This design comes from an exercise in tuning for small area, a short achievable clock period and few clock cycles on the open sky130 flow, not from production work.
Only simulation tests tie the RTL to the original design; equivalence was not proved.

### flow/run.sh
#!/bin/bash
# synth_recipe.tcl (not shown) runs the flow's synth.tcl, then flattens the netlist and writes it again
# the make line also repeats each setting of config.mk as NAME=value (left out here)
make -C /OpenROAD-flow-scripts/flow DESIGN_CONFIG=/design/flow/config.mk WORK_HOME=/design/flow/orfs CLKGATE_MAP_FILE= SYNTH_SCRIPT=/design/flow/synth_recipe.tcl finish
### flow/constraint.sdc
create_clock -name core_clock -period 7.0 [get_ports {CLK}]
set_input_delay 1.4000 -clock core_clock [delete_from_list [all_inputs] [get_ports {CLK}]]
set_output_delay 1.4000 -clock core_clock [all_outputs]
set_load 0.01 [all_outputs]
### flow/config.mk
export PLATFORM = sky130hd
export DESIGN_NAME = JAM
export DESIGN_NICKNAME = JAM
export VERILOG_FILES = /design/flow/design.v
export SDC_FILE = /design/flow/constraint.sdc
export NUM_CORES = 4
export LEC_CHECK = 0
export CAP_MARGIN = 20
export CORE_MARGIN = 2
export CORE_UTILIZATION = 40
export SLEW_MARGIN = 20
### flow/design.v
module JAM (
    input CLK,
    input RST,
    output [3:0] MatchCount,
    output [9:0] MinCost,
    output       Valid,
    output [2:0] W,
    output [2:0] J,
    input  [6:0] Cost
);
localparam ST_SCAN = 3'd0;
localparam ST_AUG  = 3'd1;
localparam ST_Z    = 3'd2;
localparam ST_RY   = 3'd3;
localparam ST_DONE = 3'd4;
integer k;
reg [2:0] st;
reg [7:0] cnt;
reg [2:0] wr;           
reg [2:0] r;            
reg       first;        
reg       pend;         
reg       pe;           
reg [6:0] dsum;         
reg [6:0] delta;        
reg [8:0] kofs;    
reg [9:0] xh;    
reg [6:0] cost_r;
reg [7:0] dmin;
reg [2:0] j1, j0, p1;
reg       m1;
reg [2:0] cpos;
reg       afirst;
reg [9:0] mincost;
reg [3:0] acc;
reg       valid;
reg [55:0] cNV;    
reg [63:0] cM;     
reg [23:0] cW;     
reg [7:0]  cU;     
reg [23:0] cP;     
reg [7:0]  cMt;    
reg [55:0] rU;     
reg [7:0]  rV;     
assign MatchCount = acc;
assign MinCost    = mincost;
assign Valid      = valid;
assign W          = wr;
assign J          = cnt[2:0];
wire scan = (st == ST_SCAN);
wire zp   = (st == ST_Z);
wire c_rot  = scan ? (cnt >= 8'd1 && cnt <= 8'd8) : zp ? (cnt >= 8'd1 && cnt <= 8'd64) : 1'b0;
wire c_proc = scan ? (cnt >= 8'd2 && cnt <= 8'd9) : zp ? (cnt >= 8'd2 && cnt <= 8'd65) : 1'b0;
wire r_rot  = scan ? (cnt >= 8'd1 && cnt <= 8'd8) : zp ? (cnt[2:0] == 3'd1 && cnt <= 8'd57) : 1'b0;
wire r_proc = scan && (cnt >= 8'd2 && cnt <= 8'd9);
wire [2:0] idx = cnt[2:0] - 3'd2;
wire force0 = scan && (r == 3'd0);
wire [6:0] nv_e = force0 ? 7'd0 : (cNV[13:7] + (cU[1] ? delta : 7'd0));
wire [6:0] u_e  = force0 ? 7'd0 : (rU[13:7]  + (rV[1] ? delta : 7'd0));
wire [9:0] xh_e = {3'b000, nv_e} + {kofs[8], kofs};
wire [9:0] cand = {3'b000, cost_r} + xh;
wire [7:0] sat   = (cand[9] | cand[8]) ? 8'hFF : cand[7:0];
wire usedh = first ? 1'b0 : cU[0];
wire isj0  = !first && (idx == j0);
wire elig  = !usedh && !isj0;
wire [7:0] mold = first ? 8'hFF : cM[7:0];
wire better = elig && (sat < mold);
wire [7:0] mnew = better ? sat : mold;
wire [7:0] din  = (cnt == 8'd2) ? 8'hFF : dmin;
wire take = elig && (mnew < din);
wire [7:0] dmin_n = take ? mnew : din;
wire [2:0] j1_n = take ? idx : j1;
wire [2:0] p1_n = take ? cP[2:0] : p1;
wire       m1_n = take ? cMt[0] : m1;
wire zbit = (cand == {3'b000, rU[6:0]});
wire [7:0]  cM_f  = zp ? {cM[6:0], zbit} : mnew;
wire [2:0]  cW_f  = better ? wr : cW[2:0];
wire        cU_f  = zp ? 1'b0 : (usedh | isj0);
wire        rV_f  = (first ? 1'b0 : rV[0]) | (idx == wr);
wire [2:0] j1pos = j1 + 3'd1;
wire [2:0] apos = afirst ? j1pos : cpos;
reg  [2:0] arw;
reg  [7:0] ahit;
reg  [2:0] aenc;
always @(*) begin
    arw = 3'd0;
    for (k = 0; k < 8; k = k + 1)
        if (apos == k) arw = cW[3*k +: 3];
    for (k = 0; k < 8; k = k + 1)
        ahit[k] = cMt[k] && (cP[3*k +: 3] == arw);
    aenc = 3'd0;
    for (k = 0; k < 8; k = k + 1)
        if (ahit[k]) aenc = k;
end
wire adone = (arw == r);
wire [2:0] wpos = wr + 3'd1;
reg [6:0] u_w;
always @(*) begin
    u_w = 7'd0;
    for (k = 0; k < 8; k = k + 1)
        if (wpos == k) u_w = rU[7*k +: 7];
end
function [3:0] mul4;
    input [3:0] a, b;
    mul4 = a * b;
endfunction
function [2:0] pc7;
    input [6:0] x;
    pc7 = x[0] + x[1] + x[2] + x[3] + x[4] + x[5] + x[6];
endfunction
reg [3:0] ra [0:7];
reg [3:0] rb [0:7];
always @(*) begin
    for (k = 0; k < 8; k = k + 1) begin
        ra[k] = {1'b0, pc7(cM[8*k +: 7] & cnt[6:0])};
        rb[k] = ra[k] + cM[8*k+7];
    end
end
reg [15:0] s1a, s1b;
reg        s1v, s1par;
wire [3:0] pa = mul4(mul4(s1a[3:0], s1a[7:4]), mul4(s1a[11:8], s1a[15:12]));
wire [3:0] pb = mul4(mul4(s1b[3:0], s1b[7:4]), mul4(s1b[11:8], s1b[15:12]));
wire [3:0] term = pa - pb;
always @(posedge CLK) begin
    s1a <= {mul4(ra[6], ra[7]), mul4(ra[4], ra[5]), mul4(ra[2], ra[3]), mul4(ra[0], ra[1])};
    s1b <= {mul4(rb[6], rb[7]), mul4(rb[4], rb[5]), mul4(rb[2], rb[3]), mul4(rb[0], rb[1])};
    s1par <= ^cnt[6:0];
end
always @(posedge CLK) begin
    cost_r <= Cost;
    if (c_rot) begin
        cNV <= {cNV[6:0], cNV[55:14], nv_e};
        cM  <= {(c_proc ? cM_f : cM[7:0]), cM[63:8]};
        cW  <= {(c_proc ? cW_f : cW[2:0]), cW[23:3]};
        cU  <= {(c_proc ? cU_f : cU[0]), cU[7:1]};
        cP  <= {cP[2:0], cP[23:3]};
        xh  <= xh_e;
    end else if (c_proc) begin
        cM[7:0] <= cM_f;
        cW[2:0] <= cW_f;
        cU[0]   <= cU_f;
    end
    if (st == ST_AUG) begin
        for (k = 0; k < 8; k = k + 1)
            if (apos == k) cP[3*k +: 3] <= arw;
    end
    if (r_rot) begin
        rU <= {rU[6:0], rU[55:14], u_e};
        rV <= {(r_proc ? rV_f : rV[0]), rV[7:1]};
    end else if (r_proc) begin
        rV[0] <= rV_f;
    end
    if (c_proc && scan) begin
        dmin <= dmin_n;
        j1 <= j1_n;
        p1 <= p1_n;
        m1 <= m1_n;
    end
    if (pend) begin
        delta <= dmin[6:0] - dsum;
        j0 <= j1;
    end
    if (st == ST_AUG) begin
        afirst <= 1'b0;
        cpos <= aenc;
    end else begin
        afirst <= 1'b1;
    end
end
always @(posedge CLK or posedge RST) begin
    if (RST) begin
        st <= ST_SCAN;
        cnt <= 8'd0;
        wr <= 3'd0;
        r <= 3'd0;
        first <= 1'b1;
        pend <= 1'b0;
        pe <= 1'b0;
        dsum <= 7'd0;
        kofs <= 9'd0;
        mincost <= 10'd0;
        acc <= 4'd0;
        valid <= 1'b0;
        s1v <= 1'b0;
        cMt <= 8'd0;
    end else begin
        pend <= 1'b0;
        s1v <= (st == ST_RY) && !cnt[7];
        if (pend) begin
            if (pe) begin
                dsum <= 7'd0;
                kofs <= 9'd0;
                first <= 1'b1;
                mincost <= mincost + dmin[6:0];
            end else begin
                dsum <= dmin[6:0];
                kofs <= {2'b00, dmin[6:0]} - {2'b00, u_w};
                first <= 1'b0;
            end
        end
        if (c_rot)
            cMt <= {cMt[0], cMt[7:1]};
        case (st)
            ST_SCAN: begin
                if (cnt == 8'd9) begin
                    pend <= 1'b1;
                    pe <= !m1_n;
                    cnt <= 8'd0;
                    if (m1_n) begin
                        wr <= p1_n;
                    end else if (r == 3'd7) begin
                        st <= ST_Z;
                        wr <= 3'd0;
                    end else begin
                        st <= ST_AUG;
                        wr <= r + 3'd1;
                    end
                end else begin
                    cnt <= cnt + 8'd1;
                end
            end
            ST_AUG: begin
                for (k = 0; k < 8; k = k + 1)
                    if (apos == k) cMt[k] <= 1'b1;
                if (adone) begin
                    st <= ST_SCAN;
                    cnt <= 8'd1;
                    r <= r + 3'd1;
                end
            end
            ST_Z: begin
                wr <= cnt[5:3] + {2'b00, (cnt[2:0] == 3'd7)};
                if (cnt == 8'd65) begin
                    st <= ST_RY;
                    cnt <= 8'd0;
                    acc <= 4'd0;
                end else begin
                    cnt <= cnt + 8'd1;
                end
            end
            ST_RY: begin
                if (s1v)
                    acc <= s1par ? (acc - term) : (acc + term);
                if (cnt == 8'd128) begin
                    st <= ST_DONE;
                    valid <= 1'b1;
                end
                cnt <= cnt + 8'd1;
            end
            default: ;
        endcase
    end
end
endmodule
==> qor.csv <==
metric,value,unit
synthTopCellsByCount,"edfxtp_1, nand2_1, ha_1",
cp-end-kind,flip-flop,
final_layout_size_suffix_gt1_frac,0.0929,
critPathTopFamily,compound AO/OA/AOI/OAI gates,
finalHoldViolations,0,
ios,30,
die_h,230,um
finalSetupViolCount,0,
critPathLaunchType,flip-flop,
final_cells,2492,
post-synth-top-count-cell,edfxtp_1,
grt_first_pass_wirelength,70700,um
synth_area,0.0204,sq mm
dp_slack,0.293,ns
rsz0062_at_grt,no,
worstPathRequired,7.44,ns
place.gp.congestion,0.842,
drt_first_pass_iters,5,
num_rows,82,
wl_per_cell,17.5,um
grt_max_degree,96,
slew_headroom,0.394,
clk_latency,0.56,ns
dr_total_vias,12800,
diodes,0,
dpl_cell_area,0.0214,sq mm
path_max_fanout,10,
ys_types,77,
critical_path.slowest_cell,a211oi_1,
yosys-top-cells-area,"edfxtp_1, ha_1, dfxtp_1",
worstSetupPathType,reg -> reg,
setup_ws,0.607,ns
syn_area_per_cell,11.7,sq um
holdCritPathClass,reg -> reg,
die-area,0.0527,sq mm
wl,43600,um
ys.flop_type,edfxtp_1,
fin_crit_sh,0.913,
critical_path_buf_inv_count,2,
numPortBuffers,29,
stdcell_area,0.0229,sq mm
skew,0.0122,ns
grtUsageTotal,0.168,
ys.warnings.count,3,
coreArea,0.0502,sq mm
cts_root_buf,clkbuf_16,
clkSlewWorstSetupHoldPaths,0.06,ns
fmax,156,MHz
crit_top_cell,a21oi_1,
synth_cells,1742,
synth-seq-cells,378,
yosysSeqAreaShare,0.504,
viasPerCell,5.13,
drv_cap,0,
cts_tree,yes,
crit_arrival,6.83,ns
grt_overflow,0,
yosysTopAreaCellShare,0.355,
numCtsBuffers,44,
antenna_found_initial,1,
async_flop_share,0.156,
numPlacedInstances,2412,
cts_sinks,378,
period_needed,6.39,ns
drt_iter0_markers,827,
maxSlewViolCount,0,
yosysTopAreaCell,edfxtp_1,
finalNetCount,1990,
max_stage_delay,0.43,ns
holdWs,0.414,ns
initial_core_util,0.406,
die_w,230,um
cts_max_level,2,
cts.path.max_buffers,3,
setup-tns-final,0,ns
worst_slew_pin_slew,0.909,ns
final_antenna_net_count,0,
area_growth,12.2,%
remaining_drc_errors,0,
dp_hpwl,31100,um
synth_edf_count,241,
status,finished clean,
synth_nets,1946,
grt_pass1_vias,12800,
final timing paths:
kind | startpoint | to | slack [ns] | cells past startpoint
max in group asynchronous | RST | dsum[2] | 4.97 | 3
min reg2reg | cNV[51] | cNV[44] | 0.41 | 0
min in group asynchronous | RST | cMt[4] | 1.42 | 3
max reg2reg | xh[0] | wr[2] | 0.61 | 26
min | cNV[51] | cNV[44] | 0.41 | 0
max | xh[0] | wr[2] | 0.61 | 26
sequential cells by signal, indices dropped and copies added (netlist names), 4 cells and up:
register,count
cM,64
cNV,56
rU,56
cP,24
cW,24
s1a,16
s1b,16
mincost,10
xh,10
cMt,8
cU,8
cnt,8
dmin,8
kofs,8
rV,8
cost_r,7
delta,7
dsum,7
acc,4
what timing repair did:
action / in CTS / in global routing
setup endpoints to repair: 0 / 21
gates resized for setup: 0 / 8
hold buffers: 0 / 0
setup buffers: 0 / 0
routing by layer:
metal / GRT usage / vias up / wire, um
met4: 0.0481 / 0 / 926
met5: 0 / - / 0
met2: 0.260 / 218 / 19400
li1: - / 6224 / -
met1: 0.242 / 6270 / 21300
met3: 0.0311 / 63 / 1950
through the flow:
step | utilization
2_1_floorplan | -
3_3_place_gp | 0.427
3_5_place_dp | 0.427
4_1_cts | 0.455
5_1_grt | 0.455
6_report | 0.455
layout make-up:
type                       count  area [sq um]
tap                          672           841
fill                        4534         27300
multi-input combinational   1199          9490
clock inverter                13           113
timing repair buffer          46           418
clock buffer                  67          1270
sequential                   378         10300
inverter                     117           444
placed cells by master (no fill, tap or decap), drive strengths merged, types with 39 or more instances in the layout:
master,Yosys,routed
xor2,39,39
nor2,90,90
xnor2,128,128
mux2,58,58
a21oi,63,63
fa,48,48
edfxtp,241,241
dfrtp,58,58
and2,81,81
clkbuf,27,67
o21ai,72,72
dfxtp,78,78
inv,117,118
nand2,174,174
ha,147,147
kinds of logic (layout without fill, tap and decap cells):
family          Yosys count  after routing  synth area share
compound gates          266            266            0.0867
xor+xnor                167            167            0.0718
simple gates            475            475             0.113
fa+ha+maj               195            195             0.137
mux                      96             96            0.0541
buf+inv                 165            243            0.0327
flops                   378            378             0.504
Testbench counts, summed over its fixed seeds: cycles 6,730.

-- separate check: timing with driven ports --
In the flow no input, the clock included, has a driving cell. The finished layout below was timed again as built, in two steps.
Step 1: set_driving_cell puts a clkbuf_16 on CLK and a buf_2 on each other input, an assumption about the parent block.
Step 2 moves the port delays by t, midway between the first and last clock arrival at a register: inputs arrive t later, outputs are due t later. That takes back most of the time a late clock gives input paths.
Slacks: ideal ports / drivers / drivers and shift; pairs: ideal ports / drivers.
shift t [ns]: 0.611
setup WS [ns]: 0.607 / 0.607 / 0.607
cell pins on the clock port's net: 1
After both steps this run still meets setup and hold. The setup slack of this run moves by 0.000 ns with the drivers and by 0.000 ns with both steps.
